What follows belongs to an exercise in optimizing a design on an open flow for small area, a short achievable clock period and few clock cycles per item; a production flow would make more cautious choices.
Where RTL was checked, it was by simulation tests only, not by an equivalence proof against the original.
No activity file was given, so power comes from the tool's default toggle rates.

==> v18 <==
Design RGB2YUV, start of the top module:
module RGB2YUV (start, clk, rst_n, inportR, inportG, inportB, done, outportY, outportU, outportV);
Settings: LEC_CHECK=0, CAP_MARGIN=20, CORE_MARGIN=2, CORE_UTILIZATION=55, SETUP_SLACK_MARGIN=5, SLEW_MARGIN=20, SYNTH_HIERARCHICAL=1, SYNTH_MINIMUM_KEEP_SIZE=0; clock period 10.0 ns.
run.sh (not shown) runs the stock make flow with config.mk's settings and CLKGATE_MAP_FILE= SYNTH_SCRIPT=/design/flow/synth_recipe.tcl, a recipe that flattens the netlist after the stock synthesis.
==> v23 (differences from v18) <==
==> flow/flow/run.sh (new file) <==
#!/bin/bash
# The standard layout (standard.sh), except that the port buffers are
# sky130_fd_sc_hd__buf_1 cells rather than ORFS's default delay buffers, and timing
# repair aims for 5.5 ns of setup slack. Each run's output goes to its own log.
set -euo pipefail
export BUFFER_PORTS_ARGS="-buffer_cell sky130_fd_sc_hd__buf_1"
export SETUP_SLACK_MARGIN=5.5
bash standard.sh synth > synth.log 2>&1
bash standard.sh > layout.log 2>&1
==> flow/standard.sh (new file) <==
#!/bin/bash
# synth_recipe.tcl (not shown) runs the flow's synth.tcl, then flattens the netlist and writes it again
# the make line also repeats each setting of config.mk as NAME=value (left out here)
make -C /OpenROAD-flow-scripts/flow DESIGN_CONFIG=/design/flow/config.mk WORK_HOME=/design/flow/orfs CLKGATE_MAP_FILE= SYNTH_SCRIPT=/design/flow/synth_recipe.tcl "${@:-finish}"
--- a/flow/config.mk
+++ b/flow/config.mk
@@ -9,5 +9,4 @@
 export CORE_MARGIN = 2
 export CORE_UTILIZATION = 55
-export SETUP_SLACK_MARGIN = 5
 export SLEW_MARGIN = 20
 export SYNTH_HIERARCHICAL = 1
removed: flow/run.sh
==> notes <==
Between v18 and v23, the lower first-iteration DRC count is in v18 (gap about 27%, measured against v23). Between v23 and v18, the lower wire length is in v18 (gap about 0.8%, measured against v18). Between v23 and v18, the lower utilization is in v23 (gap 0.94 points). Against v18, the combinational power of v23 is lower by about 10%.
Testbench counts of v18, summed over its fixed seeds: cycles 3,208, items 3,200.
Testbench counts of v23, summed over its fixed seeds: cycles 3,208, items 3,200.

* * *

==> inputs of v33 <==
Another version of the RTL of RGB2YUV (not shown whole).
export LEC_CHECK = 0
export CAP_MARGIN = 20
export CORE_MARGIN = 2
export CORE_UTILIZATION = 65
export SLEW_MARGIN = 20
export SYNTH_HIERARCHICAL = 1
export SYNTH_MINIMUM_KEEP_SIZE = 0
create_clock -name core_clock -period 10.0 [get_ports {clk}]
standard.sh (not shown) runs the stock make flow with config.mk's settings and CLKGATE_MAP_FILE= SYNTH_SCRIPT=/design/flow/synth_recipe.tcl, a recipe that flattens the netlist after the stock synthesis.
==> flow/flow/run.sh <==
#!/bin/bash
# The standard layout (standard.sh), except that the port buffers are
# sky130_fd_sc_hd__buf_1 cells rather than ORFS's default delay buffers, and timing
# repair aims for 5.5 ns of setup slack. Each run's output goes to its own log.
set -euo pipefail
export BUFFER_PORTS_ARGS="-buffer_cell sky130_fd_sc_hd__buf_1"
export SETUP_SLACK_MARGIN=5.5
bash standard.sh synth > synth.log 2>&1
bash standard.sh > layout.log 2>&1
==> v25: changes against v33 <==
--- a/flow/design.v
+++ b/flow/design.v
@@ -1083,29 +1083,26 @@
 	wire g559;
 	assign g559 = g553 & g545;
 	wire g560;
 	assign g560 = g558 | (g559 & st_v[14]);
 	assign v = {(st_v[13] ^ g560), (st_v[12] ^ g557), (st_v[10] ^ st_v[11] ^ g556), (st_v[8] ^ st_v[9] ^ g555), (st_v[6] ^ st_v[7] ^ g554), (st_v[5] ^ g543), (st_v[3] ^ st_v[4] ^ g542), (st_v[1] ^ st_v[2] ^ g529), (st_v[0] ^ st_v[14])};
 	assign done = start;
-	reg valid;
 	always @(posedge clk or negedge rst_n) begin
-		if (!rst_n)
-			valid <= 1'b0;
-		else if (start)
-			valid <= 1'b1;
-	end
-	always @(posedge clk) begin
-		if (start) begin
+		if (!rst_n) begin
+			st_y <= 16'd0;
+			st_u <= 15'd0;
+			st_v <= 15'd0;
+		end else if (start) begin
 			st_y <= nx_y;
 			st_u <= nx_u;
 			st_v <= nx_v;
 		end
 	end
-	assign outportY = y & {9{valid}};
-	assign outportU = u & {9{valid}};
-	assign outportV = v & {9{valid}};
+	assign outportY = y;
+	assign outportU = u;
+	assign outportV = v;
 endmodule
 module FA (a, b, c, s, co);
 	input a, b, c;
 	output s, co;
 	assign s = a ^ b ^ c;
 	assign co = (a & b) | (a & c) | (b & c);
==> flow/flow/run.sh (replaced) <==
#!/bin/bash
# The standard layout, except that the port buffers are sky130_fd_sc_hd__buf_1
# cells rather than ORFS's default delay buffers, and timing repair aims for
# 5.5 ns of setup slack. Each run's output goes to its own log.
set -euo pipefail
export BUFFER_PORTS_ARGS="-buffer_cell sky130_fd_sc_hd__buf_1"
export SETUP_SLACK_MARGIN=5.5
bash standard.sh synth > synth.log 2>&1
bash standard.sh > layout.log 2>&1
Settings changed: CORE_UTILIZATION 65 to 55.
==> summary of the runs <==
- In v33 the setup slack is better than in v25, by 0.0058 ns.
- Critical path depth: v33 is lower than v25 (1).
- Of v25 and v33, v33 has the higher worst hold slack (gap 0.64 ns).
- Of v25 and v33, v25 has the higher die area (gap about 18%, measured against v33).
- In v33 the synthesized area is smaller than in v25, by 0.40%.
- In v33 the core utilization is higher than in v25, by 12 points.
- In clock skew, v25 and v33 do not differ.
- Global-route usage: v33 is higher than v25 (4.6 points).
- Against v25, the first-iteration DRC count of v33 is lower by about 8%.
Testbench counts of v25, summed over its fixed seeds: cycles 3,208, items 3,200.
For v33, only the layout was checked, not whether the RTL still works.

## what the ideal ports hide
In the flow no input, the clock included, has a driving cell. The finished layouts below were timed again as built, in two steps.
Step 1 (the two cells are an assumption about what drives the block):
set clk [get_ports {clk}]
set_driving_cell -lib_cell sky130_fd_sc_hd__clkbuf_16 $clk
set_driving_cell -lib_cell sky130_fd_sc_hd__buf_2 [delete_from_list [all_inputs] $clk]
Step 2 adds t to the input delays and takes it off the output delays; t is the mean of the earliest and latest rising clock arrival at the registers after step 1. Input paths then give back, and output paths get back, about the clock's delay inside the block.
Slacks: ideal / step 1 / step 2; pairs: ideal / step 1.
| run | shift t [ns] | slack for setup (ns) | pins driven straight from the clock port |
|---|---|---|---|
| v18 | 0.351 | 5.073 / 5.085 / 4.734 | 1 |
| v23 | 0.343 | 5.537 / 5.545 / 5.202 | 1 |
| v33 | 0.341 | 5.508 / 5.486 / 5.179 | 1 |
| v25 | 0.335 | 5.502 / 5.486 / 5.151 | 1 |
After both steps every run listed still meets setup and hold. The setup slack of v25, which loses most, moves by -0.016 ns with the drivers and by -0.351 ns with both steps.
